Source: an optimization exercise on an open RTL-to-GDS flow (aim: small area). Production flows keep margins and buffers that such runs may drop. RTL that was checked went through simulation tests only; none was proved equivalent to the original. The RTL of runs 1 and 3 was laid out without a check of its function.

==> flow/standard.sh <==
#!/bin/bash
# synth_recipe.tcl (not shown) runs the flow's synth.tcl, then flattens the netlist and writes it again
# the make line also repeats each setting of config.mk as NAME=value (left out here)
make -C /OpenROAD-flow-scripts/flow DESIGN_CONFIG=/design/flow/config.mk WORK_HOME=/design/flow/orfs CLKGATE_MAP_FILE= SYNTH_SCRIPT=/design/flow/synth_recipe.tcl "${@:-finish}"
==> flow/flow/run.sh <==
#!/bin/bash
# Layout flow: the standard ORFS flow (standard.sh) with
#  - synthesis without the generic ABC pass that yosys's synth runs before full-adder
#    extraction (registers are unchanged; only the combinational mapping differs),
#  - a smaller clock tree: no dummy loads, clkbuf_8 leaf buffers, clusters of at most 16 sinks,
#  - buf_1 cells as the port buffers.
# Each tool's output goes to standard.log in this folder.
set -o pipefail
export SYNTH_ARGS="-noabc"
export CTS_ARGS="-sink_clustering_enable -repair_clock_nets -dont_use_dummy_load -buf_list sky130_fd_sc_hd__clkbuf_8 -sink_clustering_size 20 -sink_clustering_max_diameter 60"
export BUFFER_PORTS_ARGS="-buffer_cell sky130_fd_sc_hd__buf_1"
bash standard.sh > standard.log 2>&1
==> flow/config.mk <==
export PLATFORM = sky130hd
export DESIGN_NAME = cordic_pipe_rtl
export DESIGN_NICKNAME = cordic_pipe_rtl
export VERILOG_FILES = /design/flow/design.v
export SDC_FILE = /design/flow/constraint.sdc
export NUM_CORES = 4
export LEC_CHECK = 0
export ABC_AREA = 1
export CAP_MARGIN = 20
export CORE_MARGIN = 2
export CORE_UTILIZATION = 60
export SLEW_MARGIN = 20
==> flow/constraint.sdc <==
create_clock -name core_clock -period 5.0 [get_ports {clock}]
set_input_delay 1.0000 -clock core_clock [delete_from_list [all_inputs] [get_ports {clock}]]
set_output_delay 1.0000 -clock core_clock [all_outputs]
set_load 0.01 [all_outputs]
==> flow/design.v <==
module mul621_fast (input [11:0] x, output [11:0] y);
wire signed [11:0] xx = x;
wire signed [21:0] xs = xx;
wire signed [21:0] a = (xs <<< 3) + xs;
wire signed [21:0] p = (a <<< 6) + (a <<< 2) + a;
assign y = p[21:10];
endmodule
module add_sh_hyb6 #(parameter J = 1) (input [11:0] a, input [11:0] b, input neg, output [11:0] y);
localparam N = 12 - J;
wire [11:0] x = (b >> J) ^ {12{neg}};    
wire [N:0] c;
assign c[0] = neg;
genvar i;
generate for (i = 0; i < N; i = i + 1) begin : g
  assign y[i] = a[i] ^ x[i] ^ c[i];
  assign c[i+1] = (a[i] & x[i]) | (c[i] & (a[i] | x[i]));
end endgenerate
wire k = b[11] ^ neg;      
wire chg = k ^ c[N];       
wire [J:0] run;
assign run[0] = chg;
generate for (i = 0; i < J; i = i + 1) begin : h
  assign y[N+i] = a[N+i] ^ run[i];
  assign run[i+1] = run[i] & (a[N+i] ^ ~c[N]);
end endgenerate
endmodule
module cordic_pipe_rtl( clock, reset, ce, angle_in, sin_out, cos_out, valid_out );
input clock, reset, ce;
input [11:0] angle_in;
output [11:0] sin_out, cos_out;
output valid_out;
reg [3:0] vcnt;
always @(posedge clock) if (reset) vcnt <= 4'd0; else if (ce && vcnt != 4'd15) vcnt <= vcnt + 4'd1;
assign valid_out = (vcnt == 4'd15);
reg signed [11:0] r0;
always @(posedge clock) if (ce) r0 <= angle_in;
wire d0 = r0 > 12'sd0;
wire d1 = d0 ? (r0 > 12'sd804) : (r0 > -12'sd804);
reg d2;
always @* case ({d0,d1})
  2'b11: d2 = r0 > 12'sd1279; 2'b10: d2 = r0 > 12'sd329; 2'b01: d2 = r0 > -12'sd329; default: d2 = r0 > -12'sd1279;
endcase
wire signed [12:0] nang3;
wire [7:0] nang3_b0 = 8'h00;
assign nang3[0] = nang3_b0[{d0,d1,d2}];
wire [7:0] nang3_b1 = 8'h99;
assign nang3[1] = nang3_b1[{d0,d1,d2}];
wire [7:0] nang3_b2 = 8'hee;
assign nang3[2] = nang3_b2[{d0,d1,d2}];
wire [7:0] nang3_b3 = 8'h69;
assign nang3[3] = nang3_b3[{d0,d1,d2}];
wire [7:0] nang3_b4 = 8'h71;
assign nang3[4] = nang3_b4[{d0,d1,d2}];
wire [7:0] nang3_b5 = 8'h71;
assign nang3[5] = nang3_b5[{d0,d1,d2}];
wire [7:0] nang3_b6 = 8'h4d;
assign nang3[6] = nang3_b6[{d0,d1,d2}];
wire [7:0] nang3_b7 = 8'h71;
assign nang3[7] = nang3_b7[{d0,d1,d2}];
wire [7:0] nang3_b8 = 8'h71;
assign nang3[8] = nang3_b8[{d0,d1,d2}];
wire [7:0] nang3_b9 = 8'hd4;
assign nang3[9] = nang3_b9[{d0,d1,d2}];
wire [7:0] nang3_b10 = 8'h33;
assign nang3[10] = nang3_b10[{d0,d1,d2}];
wire [7:0] nang3_b11 = 8'hf0;
assign nang3[11] = nang3_b11[{d0,d1,d2}];
wire [7:0] nang3_b12 = 8'hf0;
assign nang3[12] = nang3_b12[{d0,d1,d2}];
wire signed [12:0] z3 = r0 + nang3;
wire [8:0] z3c = (z3[12:8] == 5'b00000 || z3[12:8] == 5'b11111) ? z3[8:0] : {z3[12], {8{~z3[12]}}};
reg [11:0] r1;
always @(posedge clock) if (ce) r1 <= {d0, d1, d2, z3c};
wire signed [8:0] q3 = r1[8:0];
wire d3 = q3 > 9'sd0;
wire signed [9:0] y4 = d3 ? q3 : q3 + 10'sd254;    
wire [6:0] v = y4[9] ? 7'd0 : y4[8] ? 7'd127 : y4[7:1];
reg [10:0] r2;
always @(posedge clock) if (ce) r2 <= {r1[11:9], d3, v};
reg [10:0] r3;
always @(posedge clock) if (ce) r3 <= r2;
reg [10:0] r4;
always @(posedge clock) if (ce) r4 <= r3;
reg [10:0] r5;
always @(posedge clock) if (ce) r5 <= r4;
reg [10:0] r6;
always @(posedge clock) if (ce) r6 <= r5;
reg [10:0] r7;
always @(posedge clock) if (ce) r7 <= r6;
reg [10:0] r8;
always @(posedge clock) if (ce) r8 <= r7;
reg [10:0] r9;
always @(posedge clock) if (ce) r9 <= r8;
wire [11:0] sl1, cl2;   
wire [63:0] sl1_b0 = 64'hf00ffffffffff00f;
assign sl1[0] = sl1_b0[r9[10:5]];
wire [63:0] sl1_b1 = 64'h0550c0033ffcfaaf;
assign sl1[1] = sl1_b1[r9[10:5]];
wire [63:0] sl1_b2 = 64'hbd24987cc1e6de12;
assign sl1[2] = sl1_b2[r9[10:5]];
wire [63:0] sl1_b3 = 64'h0f7168aaaae9704f;
assign sl1[3] = sl1_b3[r9[10:5]];
wire [63:0] sl1_b4 = 64'h74ae583333e58bd1;
assign sl1[4] = sl1_b4[r9[10:5]];
wire [63:0] sl1_b5 = 64'h069f929696b6069f;
assign sl1[5] = sl1_b5[r9[10:5]];
wire [63:0] sl1_b6 = 64'h072a498e8e6dab1f;
assign sl1[6] = sl1_b6[r9[10:5]];
wire [63:0] sl1_b7 = 64'hf83392d4d4b633e0;
assign sl1[7] = sl1_b7[r9[10:5]];
wire [63:0] sl1_b8 = 64'h003c1ce718c7c3ff;
assign sl1[8] = sl1_b8[r9[10:5]];
wire [63:0] sl1_b9 = 64'hffc01f071f07fc00;
assign sl1[9] = sl1_b9[r9[10:5]];
wire [63:0] sl1_b10 = 64'hffffe0071ff80000;
assign sl1[10] = sl1_b10[r9[10:5]];
wire [63:0] sl1_b11 = 64'h000000071fffffff;
assign sl1[11] = sl1_b11[r9[10:5]];
wire [63:0] cl2_b0 = 64'hfffff00f0ff00000;
assign cl2[0] = cl2_b0[r9[10:5]];
wire [63:0] cl2_b1 = 64'hc0030aa0a00a6aa9;
assign cl2[1] = cl2_b1[r9[10:5]];
wire [63:0] cl2_b2 = 64'h3e1924bdbd24187e;
assign cl2[2] = cl2_b2[r9[10:5]];
wire [63:0] cl2_b3 = 64'h55168ef00f71e8aa;
assign cl2[3] = cl2_b3[r9[10:5]];
wire [63:0] cl2_b4 = 64'hcc1a752e74ae5833;
assign cl2[4] = cl2_b4[r9[10:5]];
wire [63:0] cl2_b5 = 64'h6949f960069f9296;
assign cl2[5] = cl2_b5[r9[10:5]];
wire [63:0] cl2_b6 = 64'h719254e0072a498e;
assign cl2[6] = cl2_b6[r9[10:5]];
wire [63:0] cl2_b7 = 64'h2b49cc1ff83392d4;
assign cl2[7] = cl2_b7[r9[10:5]];
wire [63:0] cl2_b8 = 64'he7383c00003c1ce7;
assign cl2[8] = cl2_b8[r9[10:5]];
wire [63:0] cl2_b9 = 64'he0f803ffffc01f07;
assign cl2[9] = cl2_b9[r9[10:5]];
wire [63:0] cl2_b10 = 64'he007ffffffffe007;
assign cl2[10] = cl2_b10[r9[10:5]];
wire [63:0] cl2_b11 = 64'he000000000000007;
assign cl2[11] = cl2_b11[r9[10:5]];
wire [11:0] s3, c4;   
add_sh_hyb6 #(6) u_s3 (.a(sl1), .b(cl2), .neg(~r9[4]), .y(s3));
add_sh_hyb6 #(6) u_c4 (.a(cl2), .b(sl1), .neg(r9[4]), .y(c4));
reg [11:0] rs10, rc10;
reg [3:0] rd10;
always @(posedge clock) if (ce) begin rs10 <= s3; rc10 <= c4; rd10 <= r9[3:0]; end
wire [11:0] s5, c6;   
add_sh_hyb6 #(7) u_s5 (.a(rs10), .b(rc10), .neg(~rd10[3]), .y(s5));
add_sh_hyb6 #(7) u_c6 (.a(rc10), .b(rs10), .neg(rd10[3]), .y(c6));
reg [11:0] rs11, rc11;
reg [2:0] rd11;
always @(posedge clock) if (ce) begin rs11 <= s5; rc11 <= c6; rd11 <= rd10[2:0]; end
wire [11:0] s7, c8;   
add_sh_hyb6 #(8) u_s7 (.a(rs11), .b(rc11), .neg(~rd11[2]), .y(s7));
add_sh_hyb6 #(8) u_c8 (.a(rc11), .b(rs11), .neg(rd11[2]), .y(c8));
reg [11:0] rs12, rc12;
reg [1:0] rd12;
always @(posedge clock) if (ce) begin rs12 <= s7; rc12 <= c8; rd12 <= rd11[1:0]; end
wire [11:0] s9, c10;   
add_sh_hyb6 #(9) u_s9 (.a(rs12), .b(rc12), .neg(~rd12[1]), .y(s9));
add_sh_hyb6 #(9) u_c10 (.a(rc12), .b(rs12), .neg(rd12[1]), .y(c10));
wire [11:0] s11, c12;   
add_sh_hyb6 #(10) u_s11 (.a(s9), .b(c10), .neg(~rd12[0]), .y(s11));
add_sh_hyb6 #(10) u_c12 (.a(c10), .b(s9), .neg(rd12[0]), .y(c12));
reg [11:0] rs13, rc13;
always @(posedge clock) if (ce) begin rs13 <= s11; rc13 <= c12; end
wire [11:0] ms13, mc14;
mul621_fast u_ms13 (.x(rs13), .y(ms13));
mul621_fast u_mc14 (.x(rc13), .y(mc14));
reg [11:0] rs14, rc14;
always @(posedge clock) if (ce) begin rs14 <= ms13; rc14 <= mc14; end
assign sin_out = rs14;
assign cos_out = rc14;
endmodule
==> out/metrics.cfg, run 1 <==
[die]
initial_utilization = 0.615
design.die.area_um2 = 27200
coreArea_um2 = 25300
placementRows = 58
die_y_um = 165
num_io_pins = 40
dieWidth_um = 165

[placement]
gp_congestion = 0.918
dp_worst_slack_ns = -0.160
detailed_place_hpwl_um = 23000
placedInstanceArea_um2 = 16700
io_buffer_count = 39

[global_routing]
first_global_vias = 10500
grt_overflow = 0
grt_start_max_net_pins = 74
antenna_violations_before_repair = 0
grt_pass1_wl_um = 48600
grt_use_total = 0.224

[synthesis]
post_synth_design_cell_area_um2 = 15600
synth_warnings = 1
syn_inst = 1478
ys_dominant_reg_cell = edfxtp_1
ys_ff_latch = 245
synth_enable_flop_cells = 241
yosys.cell_types.count = 60
ys_async_sr_fraction = 0
post_synth.cell_area_avg_um2 = 10.5
synth-seq-area-share = 0.470
synthesis.nets = 1642

[setup_path]
critical_path.cell_chain = buf_4 > buf_4 > fa_1 > inv_1 > fa_2 > fa_2 > inv_2 > nand2_1 > o21ai_2 > nand4_4 > nor2_4 > xnor2_2 > xor2_1 > fa_2 > fa_2 > buf_4 > or2_2 > mux2i_1 > buf_4 > nand3_1 > nand2_1 > nand2_1
setup.worst_path.class = flip-flop to flip-flop
endpoint_kind = flip-flop
setup.worst_path.start = rd12[1]
timing.rr.end = rc13[11]
ff2ff_path_depth = 22
critPathMaxFanout = 6
regToRegStartpoint = rd12[1]
setup.reg_to_reg.worst_slack_ns = 0.19
worst_ep_required_time_ns = 5.25
timing.critical_path.arrival_ns = 5.06
slowest_delay_ns = 0.49
cp-start-kind = flip-flop
cp_slowest_cell = edfxtp_1

[finish]
final_layout_fill_cell_count = 1887
area.growth.synth_to_final_pct = 12.5
multi_input_comb_area_um2 = 7850
fin_nets = 1796
diodes = 0
layout.cell_area.non_filler_um2 = 17500
post_route_cells_drive_above_1_share = 0.156
regArea_um2 = 7320

[hold_path]
whs_endpoint = r6[5]
hold_depth = 0
min_path_type = flip-flop to flip-flop
hold_path.startpoint = r5[5]

[sta]
whs_ns = 0.366
timing.final.hold_violations = 0
rsz_0062_raised_after_global_routing = yes
max_freq_mhz = 208
finalMaxSlewViolations = 0
slew-limit-headroom = 0.325
setup_slack_ns = 0.189
skew_ns = 0.104
final_min_period_over_clock_period = 0.962
worst-slew-pin-transition_ns = 1.01
final.min_clock_period_ns = 4.81
finalSetupViolations = 0

[drt]
viasPerCell = 5.43
dr_total_vias = 10600
drt-pass1-iter-count = 5
drt-total-wl_um = 30200
detailedRoute.firstIterationViolations = 630
post_drt_wl_per_cell_um = 15.4
antenna_left = 0
drcViolationCount = 0

[cts]
cts-root-buf = clkbuf_8
cts.clk_slew.worst_paths_ns = 0.12
num_clock_sinks = 245
numCtsBuffers = 24
cts_tree = yes
clock_tree.htree_level_count = 1
clock_path_buffers = 3
insertion_delay_ns = 0.59

[run_status]
run_status = complete, no violations

[job]
maxCapViolCount = 0

## logic make-up (layout without fill, tap and decap cells)
kind of cell / Yosys count / after routing / synth area share
buffers and inverters: 171 / 322 / 0.0444
adders and majority gates: 149 / 149 / 0.151
AOI/OAI and AO/OA: 232 / 232 / 0.0847
muxes: 1 / 1 / 0.000643
DFF: 245 / 245 / 0.470
xor gates and xnor gates: 186 / 186 / 0.106
and+or+nand+nor: 494 / 495 / 0.144
## synthesized netlist by cell type (4+ instances only)
library cell / instances / area, µm²
nand2_1: 270 / 1010
edfxtp_1: 241 / 7240
inv_1: 138 / 518
xor2_1: 125 / 1090
a21oi_1: 102 / 510
ha_1: 84 / 1050
nand3_1: 78 / 390
nor2_1: 75 / 282
fa_1: 65 / 1300
o21ai_0: 62 / 310
xnor2_1: 59 / 517
nor3_1: 14 / 70.1
clkbuf_1: 13 / 48.8
nand2_2: 12 / 75.1
nand4_1: 11 / 68.8
o21ai_1: 9 / 45.0
inv_2: 7 / 26.3
o211ai_1: 7 / 52.6
a21o_1: 6 / 45.0
a31oi_1: 6 / 37.5
o21bai_1: 6 / 45.0
or2_2: 6 / 37.5
a211oi_1: 5 / 37.5
o22ai_1: 5 / 31.3
buf_2: 4 / 20.0
buf_6: 4 / 45.0
dfxtp_1: 4 / 80.1
nand2_4: 4 / 45.0
nand3_2: 4 / 40.0
nor2_4: 4 / 45.0
o21ai_2: 4 / 35.0
## metal layers
layer  wire length (µm)  vias to the layer above  track usage  part of all wire
met2              15900                      170        0.419              0.53
met4                711                        0       0.0621             0.024
li1                   -                     5342            -                 -
met1              12700                     5083        0.272              0.42
met3                954                       49       0.0260             0.032
met5                  0                        -            0                 0
## worst max-delay path, delay by kind of cell, from the launching register on
kind | cells | cell delay [ns]
flip-flops | 1 | 0.49
multiplexers | 1 | 0.14
AO/OA/AOI/OAI | 1 | 0.22
XOR/XNOR | 2 | 0.27
adder cells (fa/ha/maj) | 5 | 1.76
buffers and inverters | 6 | 0.78
AND/OR/NAND/NOR | 7 | 0.85
## cell usage in the layout (no fill, tap or decap), drive strengths merged, types with 61 or more instances in the layout
cell type  count
xor2         125
ha            84
xnor2         61
a21oi        103
inv          145
buf          151
nor2          83
fa            65
edfxtp       241
o21ai         75
nand3         83
nand2        286
## repair_timing
| item | in CTS | in global routing |
|---|---|---|
| endpoints found under the setup margin | 19 | 38 |
| resized for setup | 8 | 65 |
| hold buffers | 0 | 0 |
| gates cloned | 0 | 1 |
| setup buffers | 5 | 24 |
| endpoints found under the hold margin | 0 | 0 |
| pin swaps | 1 | 28 |
## worst max path at each step
stage / cells past startpoint / to / slack, ns
3_3_place_gp: 23 / rc10[10] / -0.04
2_1_floorplan: 23 / rs13[9] / -0.008
6_report: 22 / rc13[11] / 0.19
5_1_grt: 22 / rs13[11] / -0.03
3_5_place_dp: 23 / rs10[11] / -0.16
4_1_cts: 23 / rs10[11] / -0.02
## flip-flops by register name, summed over array words and instances (netlist names), 3 cells and up
name	flops
rs11	12
r5	11
rc13	12
r3	11
r0	12
r6	11
rc10	12
rc14	12
r8	11
r9	11
r2	11
rc11	12
r1	12
rs13	12
rs14	12
vcnt	4
rd10	4
rs10	12
rs12	12
rd11	3
r4	11
rc12	12
r7	11
## layout make-up
cell class	instances	area share
Clock buffer	24	0.0189
Timing Repair Buffer	152	0.0600
Tap cell	330	0.0236
Multi-Input combinational cell	1063	0.448
Inverter	146	0.0319
Sequential cell	245	0.418
## per-stage QoR
step	std cells	TNS, ns	utilization
finish	1960	0	0.692
global placement	1906	-0.104	0.659
global route	1960	-0.119	0.692
CTS	1935	-0.0152	0.675
floorplan	1478	-0.00780	-
detailed placement	1906	-1.55	0.659
==> run 2, diff against run 1 <==
--- a/flow/design.v
+++ b/flow/design.v
@@ -21,4 +21,25 @@
 assign run[0] = chg;
 generate for (i = 0; i < J; i = i + 1) begin : h
+  assign y[N+i] = a[N+i] ^ run[i];
+  assign run[i+1] = run[i] & (a[N+i] ^ ~c[N]);
+end endgenerate
+endmodule
+module add_sh_hybn #(parameter J = 1, parameter N = 11) (input [11:0] a, input [11:0] b, input neg, output [11:0] y);
+localparam M = 12 - N;
+wire signed [11:0] bs = b;
+wire signed [11:0] sh = bs >>> J;
+wire [11:0] x = sh ^ {12{neg}};
+wire [N:0] c;
+assign c[0] = neg;
+genvar i;
+generate for (i = 0; i < N; i = i + 1) begin : g
+  assign y[i] = a[i] ^ x[i] ^ c[i];
+  assign c[i+1] = (a[i] & x[i]) | (c[i] & (a[i] | x[i]));
+end endgenerate
+wire k = b[11] ^ neg;      
+wire chg = k ^ c[N];       
+wire [M:0] run;
+assign run[0] = chg;
+generate for (i = 0; i < M; i = i + 1) begin : h
   assign y[N+i] = a[N+i] ^ run[i];
   assign run[i+1] = run[i] & (a[N+i] ^ ~c[N]);
@@ -154,6 +175,6 @@
 always @(posedge clock) if (ce) begin rs11 <= s5; rc11 <= c6; rd11 <= rd10[2:0]; end
 wire [11:0] s7, c8;   
-add_sh_hyb6 #(8) u_s7 (.a(rs11), .b(rc11), .neg(~rd11[2]), .y(s7));
-add_sh_hyb6 #(8) u_c8 (.a(rc11), .b(rs11), .neg(rd11[2]), .y(c8));
+add_sh_hybn #(8, 9) u_s7 (.a(rs11), .b(rc11), .neg(~rd11[2]), .y(s7));
+add_sh_hybn #(8, 9) u_c8 (.a(rc11), .b(rs11), .neg(rd11[2]), .y(c8));
 reg [11:0] rs12, rc12;
 reg [1:0] rd12;
==> run 2 against run 1 <==
Net effect: critical path type unchanged; synthesized area down 0.59%; largest cell class unchanged; global-route usage down 0.96 points; still clean on timing, DRC and antenna; die area down 0.57%; register-to-register slack worse by 0.07 ns; non-clock buffer count up 8.
==> out/metrics.cfg, run 2 <==
[cts]
cts_hold_buffers = 0  ; unchanged
cts_tree = yes  ; unchanged
clock_path_buffers = 3  ; unchanged
clock_tree.htree_level_count = 1  ; unchanged
cts.clk_slew.worst_paths_ns = 0.11  ; was 0.12 ns
cts-root-buf = clkbuf_8  ; unchanged
numCtsBuffers = 22  ; was 24
num_clock_sinks = 245  ; unchanged
insertion_delay_ns = 0.55  ; was 0.59 ns

[setup_path]
critPathMaxFanout = 6  ; unchanged
slowest_delay_ns = 0.48  ; was 0.49 ns
endpoint_kind = flip-flop  ; unchanged
ff2ff_path_depth = 16  ; was 22
cp-start-kind = flip-flop  ; unchanged
worst_ep_required_time_ns = 5.25  ; about the same
timing.critical_path.arrival_ns = 5.13  ; was 5.06 ns
setup.worst_path.class = flip-flop to flip-flop  ; unchanged
critical_path.cell_chain = buf_4 > buf_4 > buf_4 > buf_4 > xor2_1 > fa_2 > fa_2 > fa_2 > fa_2 > fa_1 > fa_2 > fa_2 > fa_2 > xor2_2 > nand2_1 > xnor2_1  ; was buf_4 > buf_4 > fa_1 > inv_1 > fa_2 > fa_2 > inv_2 > nand2_1 > o21ai_2 > nand4_4 > nor2_4 > xnor2_2 > xor2_1 > fa_2 > fa_2 > buf_4 > or2_2 > mux2i_1 > buf_4 > nand3_1 > nand2_1 > nand2_1
crit_path_frequent_cell = fa_2
cp_slowest_cell = edfxtp_1  ; unchanged

[finish]
post_route_cells_drive_above_1_share = 0.182  ; was 0.156
diodes = 0  ; unchanged
area.growth.synth_to_final_pct = 13.0  ; was 12.5%
final_common_cell = edfxtp_1  ; was nand2_1
final_cell_mix = 241 x edfxtp_1, 234 x nand2_1, 123 x inv_1  ; was 265 x nand2_1, 241 x edfxtp_1, 132 x inv_1
fin_nets = 1745  ; was 1796

[synthesis]
post_synth_main_area_contributors = edfxtp_1 47%, fa_1 9.7%, xor2_1 6.8%, ha_1 6.8%, nand2_1 5.8%  ; was edfxtp_1 46%, fa_1 8.4%, xor2_1 7.0%, ha_1 6.8%, nand2_1 6.5%
synthAdderAreaFrac = 0.165  ; was 0.151
yosys.cell_types.count = 61  ; was 60
yosys.area_share.simple = 0.130  ; was 0.144
syn_inst = 1413  ; was 1478
ys_dominant_reg_cell = edfxtp_1  ; unchanged
post-synth-top-area-cell = edfxtp_1  ; unchanged
post_synth_xor_area_fraction = 0.103  ; was 0.106
ys_ff_latch = 245  ; unchanged
synthDominantCellAreaShare = 0.468  ; was 0.465
ys_async_sr_fraction = 0  ; unchanged
synthMuxAreaShare = 0.00340  ; was 0.000643
synth_top_family_by_area = adder cells  ; unchanged
yosysMostFrequentCell = edfxtp_1  ; was nand2_1
synthesis.nets = 1587  ; was 1642
synth-seq-area-share = 0.473  ; was 0.470
synth_warnings = 1  ; unchanged
synth-compound-area-share = 0.0850  ; was 0.0847
post_synth_design_cell_area_um2 = 15500  ; was 15600 µm²
synth_enable_flop_cells = 241  ; unchanged
post_synth.cell_area_avg_um2 = 11.0  ; was 10.5 µm²
post_synth_most_frequent_cells = 241 x edfxtp_1, 238 x nand2_1, 128 x inv_1  ; was 270 x nand2_1, 241 x edfxtp_1, 138 x inv_1

[drt]
drt-total-wl_um = 28400  ; was 30200 µm
drt-pass1-iter-count = 5  ; unchanged
viasPerCell = 5.29  ; was 5.43
post_drt_wl_per_cell_um = 15.0  ; was 15.4 µm
drcViolationCount = 0  ; unchanged
dr_total_vias = 10000  ; was 10600
detailedRoute.firstIterationViolations = 621  ; was 630
antenna_left = 0  ; unchanged

[die]
die_y_um = 165  ; about the same
num_io_pins = 40  ; unchanged
coreArea_um2 = 25300  ; about the same
dieWidth_um = 165  ; about the same
initial_utilization = 0.613  ; was 0.615
placementRows = 58  ; unchanged
design.die.area_um2 = 27100  ; was 27200 µm²

[global_routing]
grt_overflow = 0  ; unchanged
grt_start_max_net_pins = 91  ; was 74
grt_use_total = 0.214  ; was 0.224
first_global_vias = 9939  ; was 10500
antenna_violations_before_repair = 0  ; unchanged
grt_pass1_wl_um = 46500  ; was 48600 µm

[placement]
dp_worst_slack_ns = -0.180  ; was -0.160 ns
io_buffer_count = 39  ; unchanged
detailed_place_hpwl_um = 21900  ; was 23000 µm
gp_congestion = 0.895  ; was 0.918

[sta]
rsz_0062_raised_after_global_routing = yes  ; unchanged
final.min_clock_period_ns = 4.88  ; was 4.81 ns
skew_ns = 0.0472  ; was 0.104 ns
tns_ns = 0  ; unchanged
slew-limit-headroom = 0.577  ; was 0.325
worst-slew-pin-transition_ns = 0.628  ; was 1.01 ns
setup_slack_ns = 0.119  ; was 0.189 ns
finalSetupViolations = 0  ; unchanged
timing.final.hold_violations = 0  ; unchanged
max_freq_mhz = 205  ; was 208 MHz
final_min_period_over_clock_period = 0.976  ; was 0.962
finalMaxSlewViolations = 0  ; unchanged
whs_ns = 0.400  ; was 0.366 ns

[hold_path]
hold_depth = 0  ; unchanged
min_path_type = flip-flop to flip-flop  ; unchanged

[job]
maxCapViolCount = 0  ; unchanged

[run_status]
run_status = complete, no violations  ; unchanged

-- run 2: cell types whose count changed in the layout (fill, tap and decap cells not counted), sizes merged, moves of 4 or more --
| cell | change |
|---|---|
| o21ai | -4 |
| nand3 | -13 |
| o211ai | -4 |
| fa | +10 |
| a21oi | -5 |
| nor2 | -8 |
| buf | +8 |
| nor3 | -4 |
| nand4 | +5 |
| xnor2 | -6 |
| nand2 | -32 |
| a211oi | -4 |
| inv | -11 |
-- run 2: per-stage QoR --
| step | util | cells | area [µm²] |
|---|---|---|---|
| 2_1_floorplan | - | 1413 | 15500 |
| 3_3_place_gp | 0.662 | 1854 | 16700 |
| 3_5_place_dp | 0.662 | 1854 | 16700 |
| 4_1_cts | 0.676 | 1879 | 17100 |
| 5_1_grt | 0.693 | 1899 | 17500 |
| 6_report | 0.693 | 1899 | 17500 |
-- run 2: what timing repair did --
action | 4_1_cts | 5_1_grt
gates cloned | 0 | 0
pin swaps | 4 | 35
setup endpoints to repair | 15 | 47
resized for setup | 9 | 71
buffers inserted | 3 | 20
-- run 2: logic make-up (layout without fill, tap and decap cells) --
logic type	after synthesis	count (layout)
and+or+nand+nor	441	441
DFF	245	245
AOI/OAI and AO/OA	224	224
xor gates and xnor gates	178	178
buffers and inverters	161	317
adders and majority gates	159	159
muxes	5	5
-- run 2: final cells by class --
class	count	area, µm²
multi-input combinational	1007	7840
tap	330	413
fill	1916	7760
sequential	245	7320
inverter	135	514
timing repair buffer	160	1100
clock buffer	22	303
-- run 2: metal layers --
metal  track usage  wire, µm  share of wire  vias up
li1              -         -              -     5150
met1         0.271     12300           0.43     4719
met2         0.390     14600           0.51      133
met3        0.0246       769          0.027       43
met4        0.0581       722          0.025        0
met5             0         0              0        -
-- run 2: final timing paths --
kind	start	to	slack, ns
hold reg to reg	r2[4]	r3[4]	0.40
setup reg to reg	rd11[2]	rc12[10]	0.12
setup / recovery	rd11[2]	rc12[10]	0.12
hold / removal	r2[4]	r3[4]	0.40
-- run 2: worst max-delay path: cells and delay by family, from the launching register on --
family	cells	cell delay [ns]
adders and majority gates	8	2.95
buffers and inverters	4	0.58
DFF	1	0.48
and+or+nand+nor	1	0.09
xor gates and xnor gates	3	0.52
==> run 3, diff against run 2 <==
--- a/flow/design.v
+++ b/flow/design.v
@@ -169,12 +169,12 @@
 always @(posedge clock) if (ce) begin rs10 <= s3; rc10 <= c4; rd10 <= r9[3:0]; end
 wire [11:0] s5, c6;   
-add_sh_hyb6 #(7) u_s5 (.a(rs10), .b(rc10), .neg(~rd10[3]), .y(s5));
-add_sh_hyb6 #(7) u_c6 (.a(rc10), .b(rs10), .neg(rd10[3]), .y(c6));
+add_sh_hybn #(7, 8) u_s5 (.a(rs10), .b(rc10), .neg(~rd10[3]), .y(s5));
+add_sh_hybn #(7, 8) u_c6 (.a(rc10), .b(rs10), .neg(rd10[3]), .y(c6));
 reg [11:0] rs11, rc11;
 reg [2:0] rd11;
 always @(posedge clock) if (ce) begin rs11 <= s5; rc11 <= c6; rd11 <= rd10[2:0]; end
 wire [11:0] s7, c8;   
-add_sh_hybn #(8, 9) u_s7 (.a(rs11), .b(rc11), .neg(~rd11[2]), .y(s7));
-add_sh_hybn #(8, 9) u_c8 (.a(rc11), .b(rs11), .neg(rd11[2]), .y(c8));
+add_sh_hybn #(8, 8) u_s7 (.a(rs11), .b(rc11), .neg(~rd11[2]), .y(s7));
+add_sh_hybn #(8, 8) u_c8 (.a(rc11), .b(rs11), .neg(rd11[2]), .y(c8));
 reg [11:0] rs12, rc12;
 reg [1:0] rd12;
==> run 3 against run 2 <==
Net effect: flip-flop and latch count unchanged; first-iteration DRC count is 7.1% lower; clock skew is 0.064 ns higher; critical path depth down 1; sequential share of layout area fell by 0.42 points; non-clock buffer count fell by 17; routed wire length grew 5.7%; cell count grew 1.2%; still clean on timing, DRC and antenna; clock-buffer cell count rose by 2.
==> out/metrics.cfg, run 3 <==
[die]
num_io_pins = 40  ; unchanged
dieWidth_um = 166  ; was 165 µm
initial_utilization = 0.607  ; was 0.613
die_y_um = 166  ; was 165 µm
design.die.area_um2 = 27500  ; was 27100 µm²
placementRows = 59  ; was 58
coreArea_um2 = 25900  ; was 25300 µm²

[setup_path]
cp_slowest_cell = edfxtp_1  ; unchanged
critPathMaxFanout = 4  ; was 6
slowest_delay_ns = 0.51  ; was 0.48 ns
cp-start-kind = flip-flop  ; unchanged
wp_buf_inv = 1  ; was 4
worst_ep_required_time_ns = 5.28  ; was 5.25 ns
crit_path_frequent_cell = fa_1  ; was fa_2
critical_path.cell_chain = xor2_2 > fa_1 > inv_1 > fa_1 > fa_1 > fa_1 > fa_1 > fa_1 > fa_1 > fa_2 > xor2_2 > nand2_1 > a21oi_2 > nand2_1 > xnor2_1  ; was buf_4 > buf_4 > buf_4 > buf_4 > xor2_1 > fa_2 > fa_2 > fa_2 > fa_2 > fa_1 > fa_2 > fa_2 > fa_2 > xor2_2 > nand2_1 > xnor2_1
setup.worst_path.class = flip-flop to flip-flop  ; unchanged
worst_path_dominant_cell_family = adder cells  ; unchanged
endpoint_kind = flip-flop  ; unchanged
timing.critical_path.arrival_ns = 5.11  ; was 5.13 ns

[finish]
final_layout_fill_cell_count = 1985  ; was 1916
post_route_cells_drive_above_1_share = 0.188  ; was 0.182
final_cell_mix = 244 x nand2_1, 241 x edfxtp_1, 118 x inv_1  ; was 241 x edfxtp_1, 234 x nand2_1, 123 x inv_1
multi_input_comb_area_um2 = 8100  ; was 7840 µm²
diodes = 0  ; unchanged
final_common_cell = nand2_1  ; was edfxtp_1
regArea_um2 = 7320  ; unchanged
area.growth.synth_to_final_pct = 12.4  ; was 13.0%
finalNonFillerCells = 1921  ; was 1899
postLayoutCoreUtil = 0.682  ; was 0.693
fin_nets = 1766  ; was 1745
layout.cell_area.non_filler_um2 = 17700  ; was 17500 µm²

[synthesis]
synth-seq-area-share = 0.466  ; was 0.473
synthDominantCellAreaShare = 0.460  ; was 0.468
synthesis.nets = 1623  ; was 1587
yosys.cell_types.count = 66  ; was 61
post_synth.cell_area_avg_um2 = 10.9  ; was 11.0 µm²
post_synth_design_cell_area_um2 = 15700  ; was 15500 µm²
syn_inst = 1445  ; was 1413
ys_dominant_reg_cell = edfxtp_1  ; unchanged
ys_async_sr_fraction = 0  ; unchanged
ys_ff_latch = 245  ; unchanged
post-synth-top-area-cell = edfxtp_1  ; unchanged
yosysMostFrequentCell = nand2_1  ; was edfxtp_1
post_synth_most_frequent_cells = 249 x nand2_1, 241 x edfxtp_1, 123 x inv_1  ; was 241 x edfxtp_1, 238 x nand2_1, 128 x inv_1
synth_enable_flop_cells = 241  ; unchanged
post_synth_main_area_contributors = edfxtp_1 46%, fa_1 10%, ha_1 6.7%, xor2_1 6.1%, nand2_1 5.9%  ; was edfxtp_1 47%, fa_1 9.7%, xor2_1 6.8%, ha_1 6.8%, nand2_1 5.8%
synth_warnings = 1  ; unchanged

[run_status]
run_status = complete, no violations  ; unchanged

[sta]
slew-limit-headroom = 0.451  ; was 0.577
final_min_period_over_clock_period = 0.965  ; was 0.976
rsz_0062_raised_after_global_routing = yes  ; unchanged
skew_ns = 0.111  ; was 0.0472 ns
finalSetupViolations = 0  ; unchanged
worst-slew-pin-transition_ns = 0.821  ; was 0.628 ns
max_freq_mhz = 207  ; was 205 MHz
finalMaxSlewViolations = 0  ; unchanged
setup_slack_ns = 0.175  ; was 0.119 ns
final.min_clock_period_ns = 4.83  ; was 4.88 ns
timing.final.hold_violations = 0  ; unchanged

[drt]
drcViolationCount = 0  ; unchanged
drt-total-wl_um = 30000  ; was 28400 µm
antenna_left = 0  ; unchanged
viasPerCell = 5.41  ; was 5.29
dr_total_vias = 10400  ; was 10000
post_drt_wl_per_cell_um = 15.6  ; was 15.0 µm
drt-pass1-iter-count = 5  ; unchanged
detailedRoute.firstIterationViolations = 577  ; was 621

[global_routing]
grt.met1_usage = 0.263  ; was 0.271
first_global_vias = 10400  ; was 9939
grt_use_total = 0.216  ; was 0.214
grt_overflow = 0  ; unchanged
gr-usage-met2 = 0.398  ; was 0.390
antenna_violations_before_repair = 0  ; unchanged
grt-busiest-layer = met2  ; unchanged
global_route.usage.met3 = 0.0322  ; was 0.0246
grt_start_max_net_pins = 77  ; was 91
grt_pass1_wl_um = 48900  ; was 46500 µm

[placement]
dp_cells = 1872  ; was 1854
gp_congestion = 0.873  ; was 0.895
detailed_place_hpwl_um = 23100  ; was 21900 µm
dp_worst_slack_ns = -0.0949  ; was -0.180 ns
placedInstanceArea_um2 = 16800  ; was 16700 µm²
io_buffer_count = 39  ; unchanged

[cts]
numCtsBuffers = 24  ; was 22
cts-root-buf = clkbuf_8  ; unchanged
insertion_delay_ns = 0.61  ; was 0.55 ns
num_clock_sinks = 245  ; unchanged
cts.clk_slew.worst_paths_ns = 0.10  ; was 0.11 ns
clock_tree.htree_level_count = 1  ; unchanged
cts_tree = yes  ; unchanged
clock_path_buffers = 3  ; unchanged

[job]
maxCapViolCount = 0  ; unchanged

[hold_path]
min_path_type = flip-flop to flip-flop  ; unchanged

-- run 3: cell count changes in the layout (fill, tap and decap cells not counted), moves of 8 or more --
cell,previous run,this run
a21oi_1,89,75
buf_4,116,100
fa_1,43,51
inv_2,8,18
nand2_1,234,244
nand4_1,17,8
nor2_1,58,71
xor2_1,110,94
-- run 3: worst reg2reg max path: stages (launching register included) --
cell,delay [ns]
edfxtp_1,0.51
xor2_2,0.20
fa_1,0.19
inv_1,0.05
fa_1,0.41
fa_1,0.43
fa_1,0.46
fa_1,0.41
fa_1,0.39
fa_1,0.40
fa_2,0.41
xor2_2,0.23
nand2_1,0.13
a21oi_2,0.16
nand2_1,0.08
xnor2_1,0.12
-- run 3: final cells by class --
| type | count | share of cell area |
|---|---|---|
| multi-input cells | 1034 | 0.458 |
| flip-flops and latches | 245 | 0.414 |
| repair buffers | 143 | 0.0550 |
| inverters | 140 | 0.0300 |
| well taps | 335 | 0.0237 |
| clock buffers | 24 | 0.0187 |
-- run 3: kinds of logic (layout without fill, tap and decap cells) --
family / after synthesis / after routing / share of synthesized area
AO/OA/AOI/OAI: 217 / 217 / 0.0823
XOR/XNOR: 166 / 166 / 0.0954
adder cells (fa/ha/maj): 163 / 163 / 0.168
buffers and inverters: 167 / 307 / 0.0435
flip-flops: 245 / 245 / 0.466
multiplexers: 1 / 1 / 0.000716
AND/OR/NAND/NOR: 486 / 487 / 0.145
-- run 3: path summary, 6_finish.rpt --
kind,cells past startpoint,from,slack [ns],end
hold / removal,0,r5[5],0.34,r6[5]
hold reg to reg,0,r5[5],0.34,r6[5]
setup / recovery,15,rd10[3],0.17,rs11[11]
setup reg to reg,15,rd10[3],0.17,rs11[11]
-- run 3: repair_timing --
action	in CTS	in global routing
cloned	0	1
pin swaps	2	31
resized for setup	16	69
hold endpoints to repair	0	0
hold buffers	0	0
endpoints found under the setup margin	15	43
buffers inserted	2	22
-- run 3: per-layer routing --
| metal | share of wire | wire (µm) |
|---|---|---|
| met3 | 0.035 | 1050 |
| met2 | 0.53 | 15800 |
| met5 | 0 | 0 |
| met4 | 0.027 | 818 |
| met1 | 0.41 | 12400 |
-- run 3: stage by stage --
step                setup TNS (ns)  hold WS (ns)
floorplan                        0         0.400
global placement           -0.0245         0.401
detailed placement          -0.537         0.405
CTS                              0         0.335
global route                -0.144         0.316
finish                           0         0.338

[what the ideal ports hide]
Ports are ideal in the flow. The routed layouts listed here were re-timed in OpenROAD. Step 1: set_driving_cell puts a clkbuf_16 on clock and a buf_2 on each other input, an assumption about the parent block. Step 2 adds t to the input delays and takes it off the output delays; t is the mean of the earliest and latest rising clock arrival at the registers after step 1. Input paths then give back, and output paths get back, about the clock's delay inside the block. a / b / c = no drivers / after step 1 / after step 2; a / b = the first two.
| run | t, ns | setup WS [ns] | worst setup path at the end | clock arrival spread, ns | cell pins on the clock port's net |
|---|---|---|---|---|---|
| run 1 | 0.588 | 0.189 / 0.189 / 0.189 | register to register | 0.103 / 0.104 | 1 |
| run 2 | 0.572 | 0.119 / 0.119 / 0.119 | register to register | 0.052 / 0.052 | 1 |
| run 3 | 0.599 | 0.175 / 0.175 / 0.175 | register to register | 0.114 / 0.113 | 1 |
After both steps setup and hold are still met in every run listed.
